This design comes from an exercise in tuning for small area on the open sky130 flow, not from production work. The RTL was checked by simulation tests, not by an equivalence proof against the original design. Power and IR drop assume default switching activity.

the reference run:
==> module RAM, before the edit <==
module RAM (
    input clk,
    input rst,
    input rd,
    input wr,
    input is_bit_addr,
    input in_bit_data,
    input [7:0] in_data,
    input [7:0] addr,
    output reg out_bit_data,
    output reg [7:0] out_data
);
wire [6:0] baddr = is_bit_addr ? {3'b010, addr[6:3]} : addr[6:0];
wire wen = wr && !rd && !addr[7];
wire [15:0] hi = {16{rst}} | (16'd1 << baddr[6:3]);
wire [7:0] lo = {8{rst}} | (8'd1 << baddr[2:0]);
wire [15:0] hin = ~hi;
wire [7:0] lon = ~lo;
wire [127:0] sel, seln, rsel;
wire [1023:0] q;
wire [7:0] rbyte;
wire [7:0] bsel = 8'd1 << addr[2:0];
wire [7:0] wbyte = is_bit_addr ? ((rbyte & ~bsel) | ({8{in_bit_data}} & bsel)) : in_data;
wire [7:0] d = rst ? 8'h04 : (wen ? wbyte : rbyte);
genvar g, b;
generate
for (g = 0; g < 128; g = g + 1) begin : word
    ram_nor2 uw (.a(hin[g >> 3]), .b(lon[g & 7]), .y(sel[g]));
    ram_nand2 un (.a(hi[g >> 3]), .b(lo[g & 7]), .y(seln[g]));
    ram_nor2 ur (.a(hin[g >> 3]), .b(lon[g & 7]), .y(rsel[g]));
    for (b = 0; b < 8; b = b + 1) begin : bt
        ram_cell u (.clk(clk), .en(sel[g]), .enn(seln[g]), .d(d[b]), .q(q[g*8+b]));
    end
end
endgenerate
generate
for (b = 0; b < 8; b = b + 1) begin : rd_bit
    wire [127:0] col;
    for (g = 0; g < 128; g = g + 1) begin : c
        assign col[g] = q[g*8+b];
    end
    ram_rdbit u (.sel(rsel), .d(col), .y(rbyte[b]));
end
endgenerate
always @(posedge clk) begin
    if (rst) begin
        out_data <= 8'h00;
        out_bit_data <= 1'b0;
    end
    else if (rd && !addr[7]) begin
        if (is_bit_addr) out_bit_data <= rbyte[addr[2:0]];
        else out_data <= rbyte;
    end
end
endmodule
export LEC_CHECK = 0
export CAP_MARGIN = 20
export CORE_MARGIN = 2
export CORE_UTILIZATION = 70
export PLACE_DENSITY = 0.8
export SLEW_MARGIN = 20
export SYNTH_HIERARCHICAL = 1
create_clock -name core_clock -period 20.0 [get_ports {CONTROLLER_Clock}]
standard.sh (not shown) runs the stock make flow with config.mk's settings and CLKGATE_MAP_FILE= SYNTH_SCRIPT=/design/flow/synth_recipe.tcl, a recipe that flattens the netlist after the stock synthesis.
==> flow/flow/run.sh <==
#!/bin/bash
# The standard layout flow (standard.sh, unchanged synthesis), with two settings changed:
#  - the port buffers that global placement inserts are sky130_fd_sc_hd__buf_1
#    (every input and output port still gets its own buffer);
#  - clock tree synthesis clusters at most 8 sinks within 30 um per clkbuf_4 leaf
#    buffer, and inserts no dummy loads.
set -o pipefail
export BUFFER_PORTS_ARGS="-buffer_cell sky130_fd_sc_hd__buf_1"
export CTS_ARGS="-sink_clustering_enable -repair_clock_nets -sink_clustering_size 8 -sink_clustering_max_diameter 30 -buf_list sky130_fd_sc_hd__clkbuf_4 -dont_use_dummy_load"
bash standard.sh > standard_flow.log 2>&1
status=$?
tail -20 standard_flow.log
exit $status
For the trial run, these inputs were changed with respect to the reference run:
--- a/flow/design.v
+++ b/flow/design.v
@@ -21,8 +21,21 @@
 endmodule
 module ram_cell (input clk, input en, input enn, input d, output reg q);
 always @(posedge clk) q <= (q | en) & (d | enn);
 endmodule
+module ram_oai22 (input a1, a2, b1, b2, output y);
+assign y = ~((a1 | a2) & (b1 | b2));
+endmodule
+module ram_rdbitn (input [127:0] seln, input [127:0] d, output y);
+wire [63:0] t;
+genvar k;
+generate
+for (k = 0; k < 64; k = k + 1) begin : g
+    ram_oai22 u (.a1(seln[2*k]), .a2(d[2*k]), .b1(seln[2*k+1]), .b2(d[2*k+1]), .y(t[k]));
+end
+endgenerate
+assign y = ~|t;
+endmodule
 module RAM (
     input clk,
     input rst,
     input rd,
@@ -39,9 +52,9 @@
 wire [15:0] hi = {16{rst}} | (16'd1 << baddr[6:3]);
 wire [7:0] lo = {8{rst}} | (8'd1 << baddr[2:0]);
 wire [15:0] hin = ~hi;
 wire [7:0] lon = ~lo;
-wire [127:0] sel, seln, rsel;
+wire [127:0] sel, seln;
 wire [1023:0] q;
 wire [7:0] rbyte;
 wire [7:0] bsel = 8'd1 << addr[2:0];
 wire [7:0] wbyte = is_bit_addr ? ((rbyte & ~bsel) | ({8{in_bit_data}} & bsel)) : in_data;
@@ -50,9 +63,8 @@
 generate
 for (g = 0; g < 128; g = g + 1) begin : word
     ram_nor2 uw (.a(hin[g >> 3]), .b(lon[g & 7]), .y(sel[g]));
     ram_nand2 un (.a(hi[g >> 3]), .b(lo[g & 7]), .y(seln[g]));
-    ram_nor2 ur (.a(hin[g >> 3]), .b(lon[g & 7]), .y(rsel[g]));
     for (b = 0; b < 8; b = b + 1) begin : bt
         ram_cell u (.clk(clk), .en(sel[g]), .enn(seln[g]), .d(d[b]), .q(q[g*8+b]));
     end
 end
@@ -62,9 +74,13 @@
     wire [127:0] col;
     for (g = 0; g < 128; g = g + 1) begin : c
         assign col[g] = q[g*8+b];
     end
-    ram_rdbit u (.sel(rsel), .d(col), .y(rbyte[b]));
+    if (b < 4) begin : pos
+        ram_rdbit u (.sel(sel), .d(col), .y(rbyte[b]));
+    end else begin : neg
+        ram_rdbitn u (.seln(seln), .d(col), .y(rbyte[b]));
+    end
 end
 endgenerate
 always @(posedge clk) begin
     if (rst) begin
==> run notes <==
- The post-route met1 wirelength of the trial run and that of the reference run are within noise of each other.
- Worst endpoint data arrival time: the trial run vs the reference run up 850 ps
- Going from the reference run to the trial run, hold slack shows no meaningful change; share of total power in combinational logic went down by 0.8 points.
- The insertion delay of the later-clocked pin in the worst-skew pair in the trial run sits 30 ps below the value recorded for the reference run.
- For the final HPWL from detailed placement, the trial run came in 2.2% lower than the reference run did.
- Looking at area after synthesis across the reference run and the trial run, the one that comes out higher is the reference run.
- Summary — area growth from synthesis to layout, the trial run relative to the reference run: higher, by 0.28 points.
- The trial run ends up with higher shortest period the worst path allows than the reference run does.

-- separate check: timing with driven ports --
How much do the figures lean on ideal ports? The routed layouts below were timed once more, with nothing changed but the port constraints. Step 1 sets driving cells, clkbuf_16 on the clock port and buf_2 on the other inputs (assumed; they add their load-dependent delay and slew). Step 2, shift: input delay + t, output delay - t, t = (earliest + latest rising clock arrival at the registers) / 2. This alone moves slack from input paths to output paths. Slacks: ideal ports / drivers / drivers and shift; pairs: ideal ports / drivers.
run | t (ns) | slack for setup (ns) | clock arrival spread, ns | cell pins on the clock port's net
the reference run | 1.114 | 11.012 / 11.056 / 9.942 | 0.168 / 0.168 | 1
the trial run | 1.107 | 10.232 / 10.275 / 9.168 | 0.131 / 0.131 | 1
After both steps setup and hold are still met in every run listed. The setup slack of the reference run, which loses most, moves by +0.044 ns with the drivers and by -1.070 ns with both steps.
